From an optimization exercise on the open Yosys and OpenROAD flow, aimed at small area, a short achievable clock period and few clock cycles per item; shortcuts taken in it are not production practice.
Where RTL was checked, it was by simulation tests only, not by an equivalence proof against the original.
No functional check of the RTL was part of runs 1 to 3.

## design/flow/design.v

```verilog
module bnn_layer0 (
    input  wire        clk,
    input  wire        reset_n,
    input  wire        i_run,
    output wire        o_idle,
    output wire        o_done,
    output wire [6:0]  addr_input,
    output wire        ce_input,
    input  wire [27:0] q_input,
    output wire [1:0]  addr_weight,
    output wire        ce_weight,
    input  wire [26:0] q_weight,
    output wire [6:0]  addr_output,
    output wire        we_output,
    output wire [25:0] d_output
);
localparam LAT = 2;             
localparam END = 88 + LAT;        
reg        busy;
reg  [6:0] cnt;                   
reg  [1:0] m3;                    
reg        ce_in;
reg  [6:0] a_in;
reg  [1:0] rch;
reg        we;
reg  [6:0] a_out;
reg  [1:0] och;
reg        done;
wire start = i_run & ~busy;
always @(posedge clk or negedge reset_n) begin
    if (!reset_n) begin
        busy  <= 1'b0;
        cnt   <= 7'd0;
        m3    <= 2'd0;
        ce_in <= 1'b0;
        a_in  <= 7'd0;
        rch   <= 2'd0;
        we    <= 1'b0;
        a_out <= 7'd0;
        och   <= 2'd0;
        done  <= 1'b0;
    end else begin
        done <= busy && (cnt == END);
        if (start) begin
            busy <= 1'b1;
            cnt  <= 7'd1;
            m3   <= 2'd1;
        end else if (busy) begin
            cnt <= cnt + 7'd1;
            m3  <= (m3 == 2'd2) ? 2'd0 : m3 + 2'd1;
            if (cnt == END) busy <= 1'b0;
        end
        ce_in <= start | (busy && (cnt <= 7'd83));
        if (start) begin
            a_in <= 7'd0;
            rch  <= 2'd0;
        end else if (ce_in) begin
            if (rch == 2'd2) begin
                rch  <= 2'd0;
                a_in <= a_in - 7'd55;
            end else begin
                rch  <= rch + 2'd1;
                a_in <= a_in + 7'd28;
            end
        end
        we <= busy && (cnt >= 10 + LAT) && (cnt <= 87 + LAT);
        if (start) begin
            a_out <= 7'd0;
            och   <= 2'd0;
        end else if (we) begin
            if (och == 2'd2) begin
                och   <= 2'd0;
                a_out <= a_out - 7'd51;
            end else begin
                och   <= och + 2'd1;
                a_out <= a_out + 7'd26;
            end
        end
    end
end
assign o_idle      = ~busy;
assign o_done      = done;
assign addr_input  = a_in;
assign ce_input    = ce_in;
assign addr_weight = m3;
assign ce_weight   = busy;
assign addr_output = a_out;
assign we_output   = we;
reg [27:0] qd1, qd2;              
reg [26:0] w_reg;                 
always @(posedge clk) begin
    qd1   <= q_input;
    qd2   <= qd1;
    w_reg <= q_weight;
end
reg [27:0] win [0:8];
wire ld = busy && (m3 == 2'd1);   
always @(posedge clk) begin
    if (ld) begin
        win[0] <= win[1]; win[1] <= win[2]; win[2] <= qd2;
        win[3] <= win[4]; win[4] <= win[5]; win[5] <= qd1;
        win[6] <= win[7]; win[7] <= win[8]; win[8] <= q_input;
    end
end
wire [25:0] res;
genvar c, s, k;
generate
    for (c = 0; c < 26; c = c + 1) begin : g_col
        wire [26:0] mt;
        for (s = 0; s < 9; s = s + 1) begin : g_slot
            for (k = 0; k < 3; k = k + 1) begin : g_k
                assign mt[s*3 + k] = win[s][27 - c - k] ^ w_reg[26 - (s*3 + k)];
            end
        end
        bnn_col u_col (.clk(clk), .m(mt), .o(res[25 - c]));   
    end
endgenerate
reg [25:0] d_out;
always @(posedge clk) d_out <= res;
assign d_output = d_out;
endmodule
module bnn_col (
    input  wire        clk,
    input  wire [26:0] m,
    output wire        o
);
wire s1;
wire c2;
wire s3;
wire c4;
wire s5;
wire c6;
wire s7;
wire c8;
wire s9;
wire c10;
wire s11;
wire c12;
wire s13;
wire c14;
wire s15;
wire c16;
wire s17;
wire c18;
wire s19;
wire c20;
wire s21;
wire c22;
wire s23;
wire c24;
wire s25;
wire c26;
wire s27;
wire c28;
wire s29;
wire c30;
wire s31;
wire c32;
wire s33;
wire c34;
wire s35;
wire c36;
wire s37;
wire c38;
wire s39;
wire c40;
wire s41;
wire c42;
wire s43;
wire c44;
wire s45;
wire c46;
bnn_fa u_s1 (.a(m[0]), .b(m[1]), .c(m[2]), .s(s1), .co(c2));
bnn_fa u_s3 (.a(m[3]), .b(m[4]), .c(m[5]), .s(s3), .co(c4));
bnn_fa u_s5 (.a(m[6]), .b(m[7]), .c(m[8]), .s(s5), .co(c6));
bnn_fa u_s7 (.a(m[9]), .b(m[10]), .c(m[11]), .s(s7), .co(c8));
bnn_fa u_s9 (.a(m[12]), .b(m[13]), .c(m[14]), .s(s9), .co(c10));
bnn_fa u_s11 (.a(m[15]), .b(m[16]), .c(m[17]), .s(s11), .co(c12));
bnn_fa u_s13 (.a(m[18]), .b(m[19]), .c(m[20]), .s(s13), .co(c14));
bnn_fa u_s15 (.a(m[21]), .b(m[22]), .c(m[23]), .s(s15), .co(c16));
bnn_fa u_s17 (.a(m[24]), .b(m[25]), .c(m[26]), .s(s17), .co(c18));
bnn_fa u_s19 (.a(s1), .b(s3), .c(s5), .s(s19), .co(c20));
bnn_fa u_s21 (.a(s7), .b(s9), .c(s11), .s(s21), .co(c22));
bnn_fa u_s23 (.a(s13), .b(s15), .c(s17), .s(s23), .co(c24));
assign c26 = (s19 & s21) | (s19 & s23) | (s21 & s23);
bnn_fa u_s27 (.a(c2), .b(c4), .c(c6), .s(s27), .co(c28));
bnn_fa u_s29 (.a(c8), .b(c10), .c(c12), .s(s29), .co(c30));
bnn_fa u_s31 (.a(c14), .b(c16), .c(c18), .s(s31), .co(c32));
bnn_fa u_s33 (.a(c20), .b(c22), .c(c24), .s(s33), .co(c34));
bnn_fa u_s35 (.a(s27), .b(s29), .c(s31), .s(s35), .co(c36));
bnn_fa u_s37 (.a(r_c26), .b(r_s33), .c(r_s35), .s(s37), .co(c38));
bnn_fa u_s39 (.a(c28), .b(c30), .c(c32), .s(s39), .co(c40));
bnn_fa u_s41 (.a(r_c34), .b(r_c36), .c(r_s39), .s(s41), .co(c42));
assign s43 = c38 ^ s41;
assign c44 = c38 & s41;
bnn_fa u_s45 (.a(r_c40), .b(c42), .c(c44), .s(s45), .co(c46));
reg r_c26;
reg r_c34;
reg r_c36;
reg r_c40;
reg r_s33;
reg r_s35;
reg r_s39;
always @(posedge clk) begin
    r_c26 <= c26;
    r_c34 <= c34;
    r_c36 <= c36;
    r_c40 <= c40;
    r_s33 <= s33;
    r_s35 <= s35;
    r_s39 <= s39;
end
assign o = ~(c46 | 1'b0 | (s45 & s43 & s37));
endmodule
module bnn_fa (input wire a, input wire b, input wire c, output wire s, output wire co);
assign s  = a ^ b ^ c;
assign co = (a & b) | (a & c) | (b & c);
endmodule
```

## design/flow/run.sh

```bash
#!/bin/bash
# synth_recipe.tcl (not shown) runs the flow's synth.tcl, then flattens the netlist and writes it again
# the make line also repeats each setting of config.mk as NAME=value (left out here)
make -C /OpenROAD-flow-scripts/flow DESIGN_CONFIG=/design/flow/config.mk WORK_HOME=/design/flow/orfs CLKGATE_MAP_FILE= SYNTH_SCRIPT=/design/flow/synth_recipe.tcl finish
```

## design/flow/config.mk

```make
export PLATFORM = sky130hd
export DESIGN_NAME = bnn_layer0
export DESIGN_NICKNAME = bnn_layer0
export VERILOG_FILES = /design/flow/design.v
export SDC_FILE = /design/flow/constraint.sdc
export NUM_CORES = 4
export LEC_CHECK = 0
export CAP_MARGIN = 20
export CORE_MARGIN = 2
export CORE_UTILIZATION = 40
export PLACE_DENSITY = 0.6
export SLEW_MARGIN = 20
export SYNTH_HIERARCHICAL = 1
export SYNTH_MINIMUM_KEEP_SIZE = 0
```

## design/flow/constraint.sdc

```tcl
create_clock -name core_clock -period 6.0 [get_ports {clk}]
set_input_delay 1.2000 -clock core_clock [delete_from_list [all_inputs] [get_ports {clk}]]
set_output_delay 1.2000 -clock core_clock [all_outputs]
set_load 0.01 [all_outputs]
```

==> insert_results.sql, run 1 <==
INSERT INTO impl_metrics (metric_group, metric, value, unit) VALUES
('outcome', 'outcome', 'finished clean', ''),
('sta', 'max_slew_violation_count', '0', ''),
('critical_path', 'crit_slowest_cell', 'dfrtp_1', ''),
('yosys', 'synth.top_cell.area_share', '0.327', ''),
('floorplanning', 'die_h', '293', 'um'),
('critical_path', 'crit_path_cell_trace', 'clkdlybuf4s50_1', ''),
('finish', 'regMostFlops', 'win', ''),
('sta', 'clock.fmax', '317', 'MHz'),
('cts', 'cts_root_buffer', 'clkbuf_16', ''),
('cts', 'post_cts_setup_bufs', '0', ''),
('drt', 'avgViaCountPerCell', '4.84', ''),
('yosys', 'synth_enable_flop_cells', '252', ''),
('drt', 'remaining_drc_errors', '0', ''),
('yosys', 'yosysWarningCount', '9', ''),
('sta', 'final.hold.worst_slack', '0.349', 'ns'),
('grt', 'maximum_number_of_pins_on_one_net_before_global_route_repair', '167', ''),
('critical_path', 'critPathCaptureType', 'output port', ''),
('yosys', 'yosysTopAreaCell', 'fa_1', ''),
('drt', 'wirelength', '75900', 'um'),
('grt', 'globalRouteMet2Util', '0.302', ''),
('yosys', 'synth.net_count', '2775', ''),
('grt', 'grt_pass1_vias', '19000', ''),
('drt', 'vias', '16300', ''),
('critical_path', 'path_class', 'register to output port', ''),
('cts', 'worst_skew_pair.late_latency', '0.61', 'ns'),
('drt', 'drt_iter0_drc', '837', ''),
('finish', 'final_design_area_no_fill', '37800', 'um^2'),
('finish', 'final_layout_net_count', '2885', ''),
('finish', 'areaGrowthSynthToFinish', '13.3', '%'),
('critical_path', 'setup.worst_path.start', 'we$_DFF_PN0_', ''),
('critical_path', 'critical_path_s_largest_stage_delay', '0.70', 'ns'),
('yosys', 'synth_seq_area_share', '0.424', ''),
('yosys', 'synthMostInstantiatedCell', 'xor2_1', ''),
('placement', 'hpwlAfterDp', '53100', 'um'),
('yosys', 'synth.cell_area', '33400', 'um^2'),
('grt', 'met1_resource_use_gr', '0.252', ''),
('job', 'max_cap_violations', '0', ''),
('critical_path', 'category_of_the_worst_setup_path_launch_point', 'register', ''),
('yosys', 'synth_area_leaders', 'fa_1, edfxtp_1, xor2_1', ''),
('sta', 'final-setup-viol-count', '0', ''),
('floorplanning', 'initial_core_util', '0.405', ''),
('cts', 'cts_tree', 'built', ''),
('cts', 'cts.reportedPaths.clkPinSlew', '0.06', 'ns'),
('critical_path', 'crit-reg2reg-capture', 'g_col[6].u_col.r_s35$_DFF_P_', ''),
('sta', 'rsz0062_at_grt', 'false', ''),
('sta', 'timing_hold_violations_final', '0', ''),
('placement', 'total_cell_area_at_the_placement_stage', '35600', 'um^2'),
('sta', 'finalSetupTns', '0', 'ns'),
('grt', 'wire_length_of_the_first_global_routing_pass', '117000', 'um'),
('yosys', 'synth.top_cells.by_count', 'xor2_1, fa_1, dfxtp_1', ''),
('critical_path', 'ff2ff_setup_slack', '3.04', 'ns'),
('sta', 'tightestPinTransition', '1.13', 'ns'),
('critical_path', 'cp_depth', '1', ''),
('placement', 'placement.io_buffers', '104', ''),
('critical_path', 'r2r-start', 'w_reg[22]$_DFF_P_', ''),
('floorplanning', 'chipWidth', '293', 'um'),
('worst_hold_path', 'holdCritPathClass', 'register to register', ''),
('grt', 'global_route.overflow_total', '0', ''),
('drt', 'first_pass_iters', '6', ''),
('finish', 'fraction_of_final_layout_cells_with_drive_strength_greater_than_1', '0.0804', ''),
('critical_path', 'critPathTopFamily', 'flip-flops', ''),
('cts', 'clock_tree.htree_level_count', '3', ''),
('yosys', 'ys_ff_latch', '574', ''),
('sta', 'final.setup_skew', '0.0264', 'ns'),
('finish', 'largestRegisters', 'win: 252 flops, qd1: 28 flops, qd2: 28 flops', ''),
('critical_path', 'worst-endpoint-arrival', '1.95', 'ns'),
('critical_path', 'r2r.worst_path.cells', '4', '');
stage by stage:
stage,util,instances
2_1_floorplan,-,2135
3_3_place_gp,0.432,3243
3_5_place_dp,0.432,3243
4_1_cts,0.459,3370
5_1_grt,0.459,3371
6_report,0.459,3371
cell families (layout without fill, tap and decap cells):
logic type                 count (synthesis)  in the layout  synth area share
and+or+nand+nor                           67             67            0.0102
AOI/OAI and AO/OA                         77             77            0.0146
DFF                                      574            574             0.424
muxes                                      4              4           0.00124
buffers and inverters                     97            263            0.0143
xor gates and xnor gates                 708            708             0.186
adders and majority gates                608            608             0.350
how the worst min path moves through the flow:
stage	from	endpoint	slack, ns	depth (start not counted)
6_report	qd1[6]$_DFF_P_	qd2[6]$_DFF_P_	0.35	0
5_1_grt	qd1[8]$_DFF_P_	qd2[8]$_DFF_P_	0.36	0
4_1_cts	qd1[13]$_DFF_P_	qd2[13]$_DFF_P_	0.35	0
3_5_place_dp	qd1[15]$_DFF_P_	qd2[15]$_DFF_P_	0.34	0
3_3_place_gp	qd1[13]$_DFF_P_	qd2[13]$_DFF_P_	0.33	0
2_1_floorplan	qd1[0]$_DFF_P_	qd2[0]$_DFF_P_	0.33	0
modules after synthesis, one instance, submodules excluded:
module,times used,cells,cell area (um^2),flip-flops and latches
bnn_layer0,1,1329,18000,392
bnn_col,26,10,170,7
bnn_fa,546,1,20.0,0
layout by cell type (no fill, tap or decap), types with 4 or more instances in the layout:
master | netlist | final
dfrtp_1 | 31 | 31
edfxtp_1 | 252 | 252
nor2_1 | 17 | 16
nor3_1 | 4 | 4
a31oi_1 | 27 | 27
clkbuf_16 | 0 | 76
buf_4 | 2 | 22
clkinv_1 | 1 | 6
xnor2_1 | 4 | 4
dfxtp_2 | 0 | 25
nand2_1 | 16 | 16
nand3_1 | 5 | 5
clkdlybuf4s50_1 | 0 | 104
clkinv_2 | 0 | 12
xor2_1 | 704 | 704
fa_1 | 546 | 546
o21ai_0 | 9 | 9
ha_1 | 36 | 36
o31ai_1 | 5 | 5
maj3_2 | 26 | 26
clkbuf_1 | 2 | 20
dfxtp_1 | 291 | 264
inv_1 | 7 | 7
nand2b_1 | 6 | 6
inv_6 | 0 | 6
a21oi_1 | 18 | 18
layout make-up:
type	count	area (um^2)
fillers	7095	44600
well taps	1070	1340
repair buffers	128	1250
inverters	8	30.0
flip-flops and latches	574	14200
clock inverters	29	244
clock buffers	98	2000
multi-input cells	1464	18800
per-layer routing:
layer  vias to the layer above  routed length [um]
met2                       377               36700
met1                      8784               33700
met5                         -                   0
li1                       7085                   -
met3                        85                4130
met4                         0                1350
==> run 2: changes to the inputs <==
--- a/design/flow/design.v
+++ b/design/flow/design.v
@@ -28,2 +28,3 @@
 reg        done;
+reg        idle;                    
 wire start = i_run & ~busy;
@@ -41,4 +42,6 @@
         done  <= 1'b0;
+        idle  <= 1'b1;
     end else begin
         done <= busy && (cnt == END);
+        idle <= busy ? (cnt == END) : ~i_run;
         if (start) begin
@@ -80,3 +83,3 @@
 end
-assign o_idle      = ~busy;
+assign o_idle      = idle;
 assign o_done      = done;
--- a/design/flow/config.mk
+++ b/design/flow/config.mk
@@ -11,2 +11,3 @@
 export PLACE_DENSITY = 0.6
+export SETUP_SLACK_MARGIN = 3.5
 export SLEW_MARGIN = 20
==> run 2 against run 1 <==
Global-route usage up 1.5 points; first-iteration DRC count increased by 44%; register-to-register slack better by 0.45 ns; flip-flop and latch count rose by 1; hold slack barely moved; critical path depth rose by 4; die area grew 0.15%; critical endpoint is now g_col[22].u_col.r_s33$_DFF_P_; largest cell class unchanged; highest routed layer unchanged.
==> insert_results.sql, run 2 <==
INSERT INTO impl_metrics (metric_group, metric, value, unit) VALUES
('outcome', 'outcome', 'finished clean', ''),
('placement', 'place.gp.congestion', '0.790', ''),
('sta', 'final-setup-viol-count', '0', ''),
('floorplanning', 'die_area', '85900', 'um^2'),
('yosys', 'synth.mux.area_fraction', '0.00153', ''),
('drt', 'vias', '17000', ''),
('sta', 'final.hold.worst_slack', '0.349', 'ns'),
('sta', 'post-route-min-period', '2.51', 'ns'),
('cts', 'cts.reportedPaths.clkPinSlew', '0.06', 'ns'),
('finish', 'regMostFlops', 'win', ''),
('cts', 'ctsHoldBuffers', '0', ''),
('sta', 'final.setup_skew', '0.0288', 'ns'),
('drt', 'routedWlPerCell', '24.8', 'um'),
('floorplanning', 'chipWidth', '293', 'um'),
('cts', 'worst_skew_pair.late_latency', '0.61', 'ns'),
('sta', 'slew_headroom', '0.209', ''),
('sta', 'fin_ws', '3.49', 'ns'),
('sta', 'timing_hold_violations_final', '0', ''),
('critical_path', 'critPathCaptureType', 'register', ''),
('yosys', 'synthMostInstantiatedCell', 'xor2_1', ''),
('critical_path', 'crit_slowest_cell', 'fa_1', ''),
('finish', 'diodes', '0', ''),
('cts', 'cts_inserted_buffers', '68', ''),
('sta', 'tightestPinTransition', '1.19', 'ns'),
('grt', 'wire_length_of_the_first_global_routing_pass', '124000', 'um'),
('finish', 'final_design_area_no_fill', '39300', 'um^2'),
('critical_path', 'r2r-start', 'w_reg[24]$_DFF_P_', ''),
('cts', 'number_of_clock_sinks', '575', ''),
('critical_path', 'crit_buf_inv', '1', ''),
('critical_path', 'setup.worst_path.start', 'w_reg[24]$_DFF_P_', ''),
('critical_path', 'required', '6.47', 'ns'),
('critical_path', 'ff2ff_setup_slack', '3.49', 'ns'),
('grt', 'globalRouteTotalUtil', '0.199', ''),
('yosys', 'synth_area_leaders', 'fa_1, edfxtp_1, xor2_1', ''),
('yosys', 'synth_enable_flop_cells', '252', ''),
('drt', 'drt_iter0_drc', '1207', ''),
('drt', 'avgViaCountPerCell', '4.93', ''),
('yosys', 'ys_ff_latch', '575', ''),
('cts', 'cts_root_buffer', 'clkbuf_16', ''),
('sta', 'max_slew_violation_count', '0', ''),
('sta', 'final_min_period_over_clock_period', '0.418', ''),
('critical_path', 'worst-endpoint-arrival', '2.98', 'ns'),
('finish', 'largestRegisters', 'win: 252 flops, qd1: 28 flops, qd2: 28 flops', ''),
('floorplanning', 'initial_core_util', '0.402', ''),
('yosys', 'yosysWarningCount', '9', ''),
('critical_path', 'critPathMostFrequentCell', 'fa_1', ''),
('sta', 'clock.fmax', '399', 'MHz'),
('floorplanning', 'boundaryPins', '105', ''),
('critical_path', 'timing.critical_path.fanout_max', '13', ''),
('critical_path', 'crit-reg2reg-capture', 'g_col[22].u_col.r_s33$_DFF_P_', ''),
('yosys', 'ys.flop_type', 'dfxtp_1', ''),
('drt', 'remaining_antenna_violation_count_after_routing', '0', ''),
('grt', 'maximum_number_of_pins_on_one_net_before_global_route_repair', '172', ''),
('yosys', 'synth-compound-area-share', '0.0142', ''),
('critical_path', 'crit_path_end', 'g_col[22].u_col.r_s33$_DFF_P_', ''),
('cts', 'clock_tree.buffer_depth', '3', ''),
('yosys', 'syn_avg_cell_area', '15.6', 'um^2'),
('placement', 'hpwlAfterDp', '52900', 'um'),
('finish', 'most-common-layout-cells', 'xor2_1, fa_1, dfxtp_1', ''),
('yosys', 'synth_seq_area_share', '0.424', ''),
('drt', 'wirelength', '85300', 'um'),
('critical_path', 'critPathTopFamily', 'adder cells', ''),
('yosys', 'synth.net_count', '2780', ''),
('placement', 'pre_cts_setup_slack', '2.80', 'ns'),
('critical_path', 'path_class', 'register to register', ''),
('yosys', 'synth.top_cells.by_count', 'xor2_1, fa_1, dfxtp_1', ''),
('yosys', 'yosysTopAreaCell', 'fa_1', ''),
('drt', 'first_pass_iters', '5', ''),
('critical_path', 'cp_depth', '5', ''),
('finish', 'areaGrowthSynthToFinish', '17.4', '%'),
('placement', 'placement.io_buffers', '104', ''),
('floorplanning', 'die_h', '293', 'um'),
('job', 'max_cap_violations', '0', ''),
('yosys', 'synth-async-reset-ratio', '0.0557', ''),
('grt', 'grt_antenna_before_repair', '1', ''),
('yosys', 'instance_count_of_the_mapped_netlist', '2140', ''),
('sta', 'rsz0062_at_grt', 'true', ''),
('cts', 'cts_tree', 'built', ''),
('critical_path', 'r2r.worst_path.cells', '5', ''),
('yosys', 'synth_simple_gate_area_frac', '0.0106', ''),
('sta', 'finalSetupTns', '0', 'ns'),
('finish', 'max_ffs_per_register', '252', ''),
('finish', 'final_layout_net_count', '2942', ''),
('yosys', 'synth_xor_area_frac', '0.186', ''),
('critical_path', 'crit_path_cell_trace', 'buf_16 -> xor2_1 -> fa_1 -> fa_1 -> fa_1', ''),
('floorplanning', 'design.core.area', '83200', 'um^2'),
('placement', 'total_cell_area_at_the_placement_stage', '35600', 'um^2'),
('critical_path', 'critical_path_s_largest_stage_delay', '0.49', 'ns'),
('finish', 'mostFrequentLayoutCell', 'xor2_1', ''),
('grt', 'grt_pass1_vias', '19300', ''),
('cts', 'clock_tree.htree_level_count', '3', ''),
('critical_path', 'category_of_the_worst_setup_path_launch_point', 'register', ''),
('drt', 'remaining_drc_errors', '0', ''),
('yosys', 'synth.top_cell.area_share', '0.327', ''),
('yosys', 'distinct_cells_synth', '45', ''),
('floorplanning', 'count_of_standard_cell_rows', '106', ''),
('grt', 'global_route.overflow_total', '0', ''),
('yosys', 'synth_adder_area_share', '0.349', ''),
('finish', 'fraction_of_final_layout_cells_with_drive_strength_greater_than_1', '0.132', ''),
('yosys', 'synth.cell_area', '33400', 'um^2'),
('worst_hold_path', 'holdCritPathClass', 'register to register', ''),
('yosys', 'dominant_combinational_cell_family_by_area_after_synthesis', 'adder cells', '');
-- run 2: worst min-delay path by stage --
| stage | depth (start not counted) | start | slack, ns | endpoint |
|---|---|---|---|---|
| finish | 0 | qd1[0]$_DFF_P_ | 0.35 | qd2[0]$_DFF_P_ |
| global route | 0 | qd1[0]$_DFF_P_ | 0.36 | qd2[0]$_DFF_P_ |
| CTS | 0 | qd1[0]$_DFF_P_ | 0.36 | qd2[0]$_DFF_P_ |
| detailed placement | 0 | qd1[17]$_DFF_P_ | 0.35 | qd2[17]$_DFF_P_ |
| global placement | 0 | qd1[18]$_DFF_P_ | 0.34 | qd2[18]$_DFF_P_ |
| floorplan | 0 | qd1[0]$_DFF_P_ | 0.33 | qd2[0]$_DFF_P_ |
-- run 2: area by class of cell --
type,instances,area [um^2]
fill,7026,43900
multi-input combinational,1466,19100
sequential,575,14300
timing repair buffer,183,2280
clock buffer,100,2020
tap,1080,1350
clock inverter,23,223
inverter,8,30.0
-- run 2: per-layer routing --
metal	global-route usage	vias up	routed length [um]
met5	0	-	0
met4	0.0582	0	2330
met3	0.0358	134	5720
met2	0.318	513	40400
met1	0.278	9115	36900
li1	-	7189	-
-- run 2: per-module statistics from Yosys (local to each module, per instance) --
module	flops+latches	cells inside	times used
bnn_layer0	393	1334	1
bnn_col	7	10	26
bnn_fa	0	1	546
-- run 2: cells by family (layout without fill, tap and decap cells) --
logic type | count (synthesis) | count (layout)
compound gates | 72 | 72
flops | 575 | 575
fa+ha+maj | 608 | 608
simple gates | 71 | 71
buf+inv | 99 | 314
mux | 5 | 5
xor+xnor | 710 | 710
-- run 2: worst register-to-register path: stages (launching register included) --
cell and delay (ns):
dfxtp_4 0.44, buf_16 0.23, xor2_1 0.27, fa_1 0.50
fa_1 0.46, fa_1 0.49
-- run 2: timing repair --
item | CTS | global route
gates cloned | 6 | 7
gates resized for setup | 164 | 46
setup endpoints to repair | 230 | 61
pin swaps | 3 | 2
buffers inserted | 44 | 1
-- run 2: through the flow --
step / cells / util
5_1_grt: 3435 / 0.472
6_report: 3435 / 0.472
3_3_place_gp: 3254 / 0.428
3_5_place_dp: 3254 / 0.428
4_1_cts: 3427 / 0.468
2_1_floorplan: 2140 / -
==> run 3: changes to the inputs <==
--- a/design/flow/config.mk
+++ b/design/flow/config.mk
@@ -11,3 +11,3 @@
 export PLACE_DENSITY = 0.6
-export SETUP_SLACK_MARGIN = 3.5
+export SETUP_SLACK_MARGIN = 3.9
 export SLEW_MARGIN = 20
==> run 3 against run 2 <==
Flip-flop and latch count stayed put; clock skew is 0.010 ns lower; routed wire length is 17% higher; register-to-register slack better by 0.03 ns; core utilization is 6.5 points higher; still clean on timing, DRC and antenna; synthesized area stayed put; cell area is 14% higher.
==> insert_results.sql, run 3 <==
INSERT INTO impl_metrics (metric_group, metric, value, unit) VALUES
('yosys', 'synth_simple_gate_area_frac', '0.0106', ''),
('yosys', 'synth-compound-area-share', '0.0142', ''),
('yosys', 'synth.top_cells.by_count', 'xor2_1, fa_1, dfxtp_1', ''),
('sta', 'slew_headroom', '0.429', ''),
('finish', 'areaGrowthSynthToFinish', '33.5', '%'),
('yosys', 'syn_avg_cell_area', '15.6', 'um^2'),
('sta', 'max_slew_violation_count', '0', ''),
('floorplanning', 'initial_core_util', '0.402', ''),
('critical_path', 'critPathCaptureType', 'register', ''),
('floorplanning', 'design.core.area', '83200', 'um^2'),
('sta', 'clock.fmax', '404', 'MHz'),
('cts', 'number_of_clock_sinks', '575', ''),
('yosys', 'yosysTopAreaCell', 'fa_1', ''),
('grt', 'wire_length_of_the_first_global_routing_pass', '134000', 'um'),
('critical_path', 'crit_buf_inv', '2', ''),
('sta', 'timing_hold_violations_final', '0', ''),
('cts', 'worst_skew_pair.late_latency', '0.62', 'ns'),
('cts', 'cts_inserted_buffers', '68', ''),
('finish', 'diodes', '0', ''),
('placement', 'hpwlAfterDp', '54900', 'um'),
('yosys', 'synth_xor_area_frac', '0.186', ''),
('yosys', 'synth_seq_area_share', '0.424', ''),
('grt', 'grt_pass1_vias', '19900', ''),
('cts', 'cts.reportedPaths.clkPinSlew', '0.06', 'ns'),
('drt', 'wirelength', '99700', 'um'),
('finish', 'most-common-layout-cells', 'xor2_1, fa_2, xor2_2', ''),
('yosys', 'synthMostInstantiatedCell', 'xor2_1', ''),
('placement', 'pre_cts_setup_slack', '2.68', 'ns'),
('sta', 'final.setup_skew', '0.0188', 'ns'),
('yosys', 'synth-async-reset-ratio', '0.0557', ''),
('grt', 'grt_antenna_before_repair', '1', ''),
('cts', 'ctsHoldBuffers', '0', ''),
('finish', 'final_layout_net_count', '3036', ''),
('critical_path', 'crit_path_cell_trace', 'buf_12 -> buf_12 -> xor2_2 -> fa_2 -> fa_1 -> fa_1', ''),
('sta', 'finalSetupTns', '0', 'ns'),
('drt', 'vias', '17600', ''),
('yosys', 'synth_adder_area_share', '0.349', ''),
('floorplanning', 'die_area', '85900', 'um^2'),
('yosys', 'synth.cell_area', '33400', 'um^2'),
('critical_path', 'path_class', 'register to register', ''),
('finish', 'mostFrequentLayoutCell', 'xor2_1', ''),
('floorplanning', 'chipWidth', '293', 'um'),
('floorplanning', 'die_h', '293', 'um'),
('cts', 'cts_root_buffer', 'clkbuf_16', ''),
('job', 'max_cap_violations', '0', ''),
('placement', 'place.gp.congestion', '0.860', ''),
('sta', 'rsz0062_at_grt', 'true', ''),
('drt', 'avgViaCountPerCell', '5.00', ''),
('sta', 'post-route-min-period', '2.48', 'ns'),
('finish', 'max_ffs_per_register', '252', ''),
('critical_path', 'category_of_the_worst_setup_path_launch_point', 'register', ''),
('critical_path', 'worst-endpoint-arrival', '2.96', 'ns'),
('yosys', 'dominant_combinational_cell_family_by_area_after_synthesis', 'adder cells', ''),
('yosys', 'synth.net_count', '2780', ''),
('yosys', 'synth_area_leaders', 'fa_1, edfxtp_1, xor2_1', ''),
('placement', 'placement.io_buffers', '104', ''),
('cts', 'cts_tree', 'built', ''),
('critical_path', 'crit_slowest_cell', 'fa_2', ''),
('finish', 'regMostFlops', 'win', ''),
('grt', 'globalRouteTotalUtil', '0.218', ''),
('floorplanning', 'count_of_standard_cell_rows', '106', ''),
('yosys', 'ys.flop_type', 'dfxtp_1', ''),
('sta', 'fin_ws', '3.52', 'ns'),
('cts', 'clock_tree.buffer_depth', '3', ''),
('sta', 'tightestPinTransition', '0.856', 'ns'),
('critical_path', 'required', '6.48', 'ns'),
('yosys', 'synth.mux.area_fraction', '0.00153', ''),
('yosys', 'synth.top_cell.area_share', '0.327', ''),
('sta', 'final_min_period_over_clock_period', '0.413', ''),
('grt', 'maximum_number_of_pins_on_one_net_before_global_route_repair', '126', ''),
('critical_path', 'critPathTopFamily', 'adder cells', ''),
('yosys', 'distinct_cells_synth', '45', ''),
('cts', 'clock_tree.htree_level_count', '3', ''),
('drt', 'routedWlPerCell', '28.2', 'um'),
('finish', 'largestRegisters', 'win: 252 flops, qd1: 28 flops, qd2: 28 flops', ''),
('drt', 'first_pass_iters', '5', ''),
('finish', 'fraction_of_final_layout_cells_with_drive_strength_greater_than_1', '0.454', ''),
('yosys', 'ys_ff_latch', '575', ''),
('floorplanning', 'boundaryPins', '105', ''),
('yosys', 'instance_count_of_the_mapped_netlist', '2140', ''),
('sta', 'final.hold.worst_slack', '0.345', 'ns'),
('drt', 'drt_iter0_drc', '1293', ''),
('grt', 'global_route.overflow_total', '0', ''),
('yosys', 'yosysWarningCount', '9', ''),
('yosys', 'synth_enable_flop_cells', '252', ''),
('critical_path', 'timing.critical_path.fanout_max', '6', ''),
('drt', 'remaining_antenna_violation_count_after_routing', '0', ''),
('critical_path', 'critical_path_s_largest_stage_delay', '0.49', 'ns'),
('worst_hold_path', 'holdCritPathClass', 'register to register', ''),
('sta', 'final-setup-viol-count', '0', ''),
('drt', 'remaining_drc_errors', '0', ''),
('outcome', 'outcome', 'finished clean', '');
==> run 3: final cells by class <==
cell class	instances	area (um^2)
timing repair buffer	277	4020
sequential	575	14300
multi-input combinational	1466	22600
clock inverter	29	332
tap	1080	1350
inverter	8	30.0
fill	6488	38500
clock buffer	96	2000
==> run 3: modules after synthesis, one instance, submodules excluded <==
module / copies in the design / flops+latches / cells
bnn_layer0: 1 / 393 / 1334
bnn_col: 26 / 7 / 10
bnn_fa: 546 / 0 / 1
==> run 3: final timing paths <==
| check | to | start | cells after the start | slack (ns) |
|---|---|---|---|---|
| min | qd2[0]$_DFF_P_ | qd1[0]$_DFF_P_ | 0 | 0.35 |
| max | g_col[21].u_col.r_s33$_DFF_P_ | w_reg[26]$_DFF_P_ | 6 | 3.52 |
| min in group asynchronous | a_in[0]$_DFFE_PN0P_ | reset_n | 2 | 0.99 |
| max in group asynchronous | idle$_DFF_PN1_ | reset_n | 2 | 4.67 |
| min reg2reg | qd2[0]$_DFF_P_ | qd1[0]$_DFF_P_ | 0 | 0.35 |
| max reg2reg | g_col[21].u_col.r_s33$_DFF_P_ | w_reg[26]$_DFF_P_ | 6 | 3.52 |
==> run 3: kinds of logic (layout without fill, tap and decap cells) <==
group / count (synthesis) / after routing
compound gates: 72 / 72
simple gates: 71 / 71
buf+inv: 99 / 410
xor+xnor: 710 / 710
fa+ha+maj: 608 / 608
mux: 5 / 5
flops: 575 / 575
==> run 3: stage by stage <==
step | instance area (um^2) | std cells | util
2_1_floorplan | 35400 | 2140 | -
3_3_place_gp | 36900 | 3261 | 0.444
3_5_place_dp | 36900 | 3261 | 0.444
4_1_cts | 42000 | 3483 | 0.505
5_1_grt | 44600 | 3531 | 0.537
6_report | 44600 | 3531 | 0.537
==> run 3: worst register-to-register path: cells and delay by family, from the launching register on <==
family                     cells  cell delay [ns]
adders and majority gates      3             1.44
DFF                            1             0.36
buffers and inverters          2             0.29
xor gates and xnor gates       1             0.25
==> run 3: what timing repair did <==
action                                  in CTS  in global routing
endpoints found under the setup margin     229                330
gates resized for setup                    518                326
endpoints found under the hold margin        0                  0
buffers inserted                            68                 28
pin swaps                                   53                127
cloned                                      29                 20
==> run 3: routing by layer <==
metal | vias to the layer above | part of all wire | track usage
met2 | 681 | 0.47 | 0.350
li1 | 7134 | - | -
met1 | 9668 | 0.41 | 0.299
met4 | 2 | 0.033 | 0.0659
met5 | - | 0.00010 | 0
met3 | 157 | 0.086 | 0.0475
==> run 4: changes to the inputs <==
--- a/design/flow/design.v
+++ b/design/flow/design.v
@@ -36,7 +36,3 @@
         ce_in <= 1'b0;
-        a_in  <= 7'd0;
-        rch   <= 2'd0;
         we    <= 1'b0;
-        a_out <= 7'd0;
-        och   <= 2'd0;
         done  <= 1'b0;
@@ -56,26 +52,28 @@
         ce_in <= start | (busy && (cnt <= 7'd83));
-        if (start) begin
-            a_in <= 7'd0;
+        we <= busy && (cnt >= 10 + LAT) && (cnt <= 87 + LAT);
+    end
+end
+always @(posedge clk) begin
+    if (start) begin
+        a_in <= 7'd0;
+        rch  <= 2'd0;
+    end else if (ce_in) begin
+        if (rch == 2'd2) begin
             rch  <= 2'd0;
-        end else if (ce_in) begin
-            if (rch == 2'd2) begin
-                rch  <= 2'd0;
-                a_in <= a_in - 7'd55;
-            end else begin
-                rch  <= rch + 2'd1;
-                a_in <= a_in + 7'd28;
-            end
-        end
-        we <= busy && (cnt >= 10 + LAT) && (cnt <= 87 + LAT);
-        if (start) begin
-            a_out <= 7'd0;
+            a_in <= a_in - 7'd55;
+        end else begin
+            rch  <= rch + 2'd1;
+            a_in <= a_in + 7'd28;
+        end
+    end
+    if (start) begin
+        a_out <= 7'd0;
+        och   <= 2'd0;
+    end else if (we) begin
+        if (och == 2'd2) begin
             och   <= 2'd0;
-        end else if (we) begin
-            if (och == 2'd2) begin
-                och   <= 2'd0;
-                a_out <= a_out - 7'd51;
-            end else begin
-                och   <= och + 2'd1;
-                a_out <= a_out + 7'd26;
-            end
+            a_out <= a_out - 7'd51;
+        end else begin
+            och   <= och + 2'd1;
+            a_out <= a_out + 7'd26;
         end
@@ -193,23 +191,23 @@
 bnn_fa u_s35 (.a(s27), .b(s29), .c(s31), .s(s35), .co(c36));
-bnn_fa u_s37 (.a(r_c26), .b(r_s33), .c(r_s35), .s(s37), .co(c38));
+bnn_fa u_s37 (.a(r1_c26), .b(r1_s33), .c(r1_s35), .s(s37), .co(c38));
 bnn_fa u_s39 (.a(c28), .b(c30), .c(c32), .s(s39), .co(c40));
-bnn_fa u_s41 (.a(r_c34), .b(r_c36), .c(r_s39), .s(s41), .co(c42));
+bnn_fa u_s41 (.a(r1_c34), .b(r1_c36), .c(r1_s39), .s(s41), .co(c42));
 assign s43 = c38 ^ s41;
 assign c44 = c38 & s41;
-bnn_fa u_s45 (.a(r_c40), .b(c42), .c(c44), .s(s45), .co(c46));
-reg r_c26;
-reg r_c34;
-reg r_c36;
-reg r_c40;
-reg r_s33;
-reg r_s35;
-reg r_s39;
-always @(posedge clk) begin
-    r_c26 <= c26;
-    r_c34 <= c34;
-    r_c36 <= c36;
-    r_c40 <= c40;
-    r_s33 <= s33;
-    r_s35 <= s35;
-    r_s39 <= s39;
+bnn_fa u_s45 (.a(r1_c40), .b(c42), .c(c44), .s(s45), .co(c46));
+reg r1_c26;
+reg r1_c34;
+reg r1_c36;
+reg r1_c40;
+reg r1_s33;
+reg r1_s35;
+reg r1_s39;
+always @(posedge clk) begin
+    r1_c26 <= c26;
+    r1_c34 <= c34;
+    r1_c36 <= c36;
+    r1_c40 <= c40;
+    r1_s33 <= s33;
+    r1_s35 <= s35;
+    r1_s39 <= s39;
 end
--- a/design/flow/config.mk
+++ b/design/flow/config.mk
@@ -10,4 +10,6 @@
 export CORE_UTILIZATION = 40
+export CTS_BUF_LIST = sky130_fd_sc_hd__clkbuf_4 sky130_fd_sc_hd__clkbuf_8
+export CTS_CLUSTER_SIZE = 30
 export PLACE_DENSITY = 0.6
-export SETUP_SLACK_MARGIN = 3.9
+export SETUP_SLACK_MARGIN = 3.5
 export SLEW_MARGIN = 20
==> run 4 against run 3 <==
Global-route usage shrank 1.6 points; synthesized cell count is essentially flat; sequential share of layout area grew 4.2 points; final cell count shrank 0.88%; via count shrank 2.1%; fmax shrank 1.4%; flip-flop and latch count is the same; register-to-register slack is essentially flat; hold slack lost 0.0019 ns.
==> insert_results.sql, run 4 <==
INSERT INTO impl_metrics (metric_group, metric, value, unit) VALUES
('outcome', 'outcome', 'finished clean', ''),
('grt', 'global_route.overflow_total', '0', ''),
('yosys', 'syn_avg_cell_area', '15.6', 'um^2'),
('floorplanning', 'chipWidth', '292', 'um'),
('finish', 'most-common-layout-cells', 'xor2_1, fa_1, dfxtp_1', ''),
('yosys', 'distinct_cells_synth', '47', ''),
('yosys', 'synth.cell_area', '33300', 'um^2'),
('cts', 'cts_tree', 'built', ''),
('finish', 'fraction_of_final_layout_cells_with_drive_strength_greater_than_1', '0.178', ''),
('cts', 'cts_inserted_buffers', '102', ''),
('drt', 'remaining_drc_errors', '0', ''),
('drt', 'avgViaCountPerCell', '4.93', ''),
('sta', 'max_slew_violation_count', '0', ''),
('critical_path', 'crit_slowest_cell', 'dfstp_2', ''),
('finish', 'areaGrowthSynthToFinish', '17.8', '%'),
('sta', 'post-route-min-period', '2.51', 'ns'),
('cts', 'number_of_clock_sinks', '575', ''),
('placement', 'place.gp.congestion', '0.827', ''),
('critical_path', 'crit_path_cell_trace', 'buf_6', ''),
('yosys', 'synth.net_count', '2779', ''),
('placement', 'dpl_cells', '3241', ''),
('cts', 'clock_tree.htree_level_count', '3', ''),
('sta', 'slew_headroom', '0.434', ''),
('floorplanning', 'count_of_standard_cell_rows', '105', ''),
('finish', 'largestRegisters', 'win: 252 flops, qd1: 28 flops, qd2: 28 flops', ''),
('critical_path', 'crit_path_end', 'o_idle', ''),
('sta', 'final.setup_skew', '0.0383', 'ns'),
('grt', 'wire_length_of_the_first_global_routing_pass', '127000', 'um'),
('critical_path', 'critPathTopFamily', 'flip-flops', ''),
('drt', 'drt_iter0_drc', '1096', ''),
('drt', 'met3_length', '6030', 'um'),
('worst_hold_path', 'holdCritPathClass', 'register to register', ''),
('cts', 'cts.reportedPaths.clkPinSlew', '0.06', 'ns'),
('finish', 'final_layout_net_count', '2982', ''),
('grt', 'maximum_number_of_pins_on_one_net_before_global_route_repair', '136', ''),
('critical_path', 'worst-endpoint-arrival', '1.31', 'ns'),
('finish', 'max_ffs_per_register', '252', ''),
('sta', 'tightestPinTransition', '0.849', 'ns'),
('critical_path', 'critPathCaptureType', 'output port', ''),
('critical_path', 'cp_depth', '1', ''),
('floorplanning', 'design.core.area', '82200', 'um^2'),
('cts', 'cts_root_buffer', 'clkbuf_8', ''),
('yosys', 'yosysTopAreaCell', 'fa_1', ''),
('yosys', 'synth_enable_flop_cells', '252', ''),
('yosys', 'ys.flop_type', 'dfxtp_1', ''),
('sta', 'timing_hold_violations_final', '0', ''),
('critical_path', 'crit-reg2reg-capture', 'g_col[13].u_col.r1_s33$_DFF_P_', '');
run 4: cell types whose count changed after synthesis, moves of 4 or more:
cell / change
a21oi_1: +6
dfrtp_1: -18
dfxtp_1: +18
a22o_1: -4
o21ai_0: +6
buf_2: -30
clkbuf_1: +28
run 4: repair_timing:
action	CTS	global route
setup endpoints to repair	441	42
resized for setup	243	64
gates cloned	1	13
pin swaps	1	1
buffers inserted	52	1
run 4: modules after synthesis (local to each module, per instance):
module      cells inside  area, um^2
bnn_layer0          1333       17900
bnn_col               10         170
bnn_fa                 1        20.0
run 4: logic make-up (layout without fill, tap and decap cells):
family	count (synthesis)	after routing	synth area share
AOI/OAI and AO/OA	81	81	0.0150
xor gates and xnor gates	706	706	0.186
adders and majority gates	608	608	0.351
buffers and inverters	97	386	0.0131
DFF	575	575	0.424
muxes	4	4	0.00124
other	0	1	0
and+or+nand+nor	68	69	0.0106
run 4: metrics by stage:
step	cell area, um^2	hold WS (ns)	util	setup WS [ns]
6_report	39200	0.344	0.477	3.49
3_5_place_dp	35500	0.337	0.431	2.97
3_3_place_gp	35400	0.333	0.431	2.94
4_1_cts	38600	0.345	0.469	3.41
2_1_floorplan	33400	0.327	-	2.93
5_1_grt	39200	0.357	0.477	3.43
run 4: cell type report:
| type | instances | area (um^2) |
|---|---|---|
| fillers | 7059 | 43000 |
| inverters | 7 | 26.3 |
| diodes | 1 | 2.50 |
| clock buffers | 162 | 1990 |
| repair buffers | 188 | 2320 |
| clock inverters | 29 | 211 |
| multi-input cells | 1468 | 19100 |
| flip-flops and latches | 575 | 14200 |
| well taps | 1070 | 1340 |
run 4: how the worst min path moves through the flow:
stage,startpoint,end,depth (start not counted)
after global routing,qd1[17]$_DFF_P_,qd2[17]$_DFF_P_,0
after floorplan,qd1[0]$_DFF_P_,qd2[0]$_DFF_P_,0
after global placement,qd1[18]$_DFF_P_,qd2[18]$_DFF_P_,0
after detailed placement,qd1[6]$_DFF_P_,qd2[6]$_DFF_P_,0
final,qd1[6]$_DFF_P_,qd2[6]$_DFF_P_,0
after CTS,qd1[17]$_DFF_P_,qd2[17]$_DFF_P_,0
run 4: routing by layer:
layer  vias to the layer above  GRT usage
met5                         -          0
li1                       7284          -
met1                      9331      0.282
met3                        88     0.0413
met4                         0     0.0523
met2                       569      0.323
Testbench counts of run 4, summed over its fixed seeds: cycles 8,744, runs 96.

## static timing again, ports no longer ideal
Ports are ideal in the flow. The routed layouts listed here were re-timed in OpenROAD.
Step 1 (the two cells are an assumption about what drives the block):
set clk [get_ports {clk}]
set_driving_cell -lib_cell sky130_fd_sc_hd__clkbuf_16 $clk
set_driving_cell -lib_cell sky130_fd_sc_hd__buf_2 [delete_from_list [all_inputs] $clk]
Step 2, shift: input delay + t, output delay - t, t = (earliest + latest rising clock arrival at the registers) / 2. This alone moves slack from input paths to output paths.
Slacks: no drivers / after step 1 / after step 2; pairs: no drivers / after step 1.
run | shift t [ns] | slack for setup (ns) | clock arrival spread, ns | worst register clock-pin slew, ns
run 1 | 0.666 | 2.846 / 2.779 / 3.036 | 0.026 / 0.026 | 0.06 / 0.06
run 2 | 0.655 | 3.492 / 3.482 / 3.152 | 0.029 / 0.029 | 0.06 / 0.06
run 3 | 0.674 | 3.523 / 3.488 / 3.464 | 0.024 / 0.024 | 0.07 / 0.07
run 4 | 0.747 | 3.489 / 3.426 / 3.388 | 0.039 / 0.040 | 0.07 / 0.07
After both steps setup and hold are still met in every run listed. The setup slack of run 2, which loses most, moves by -0.010 ns with the drivers and by -0.340 ns with both steps.
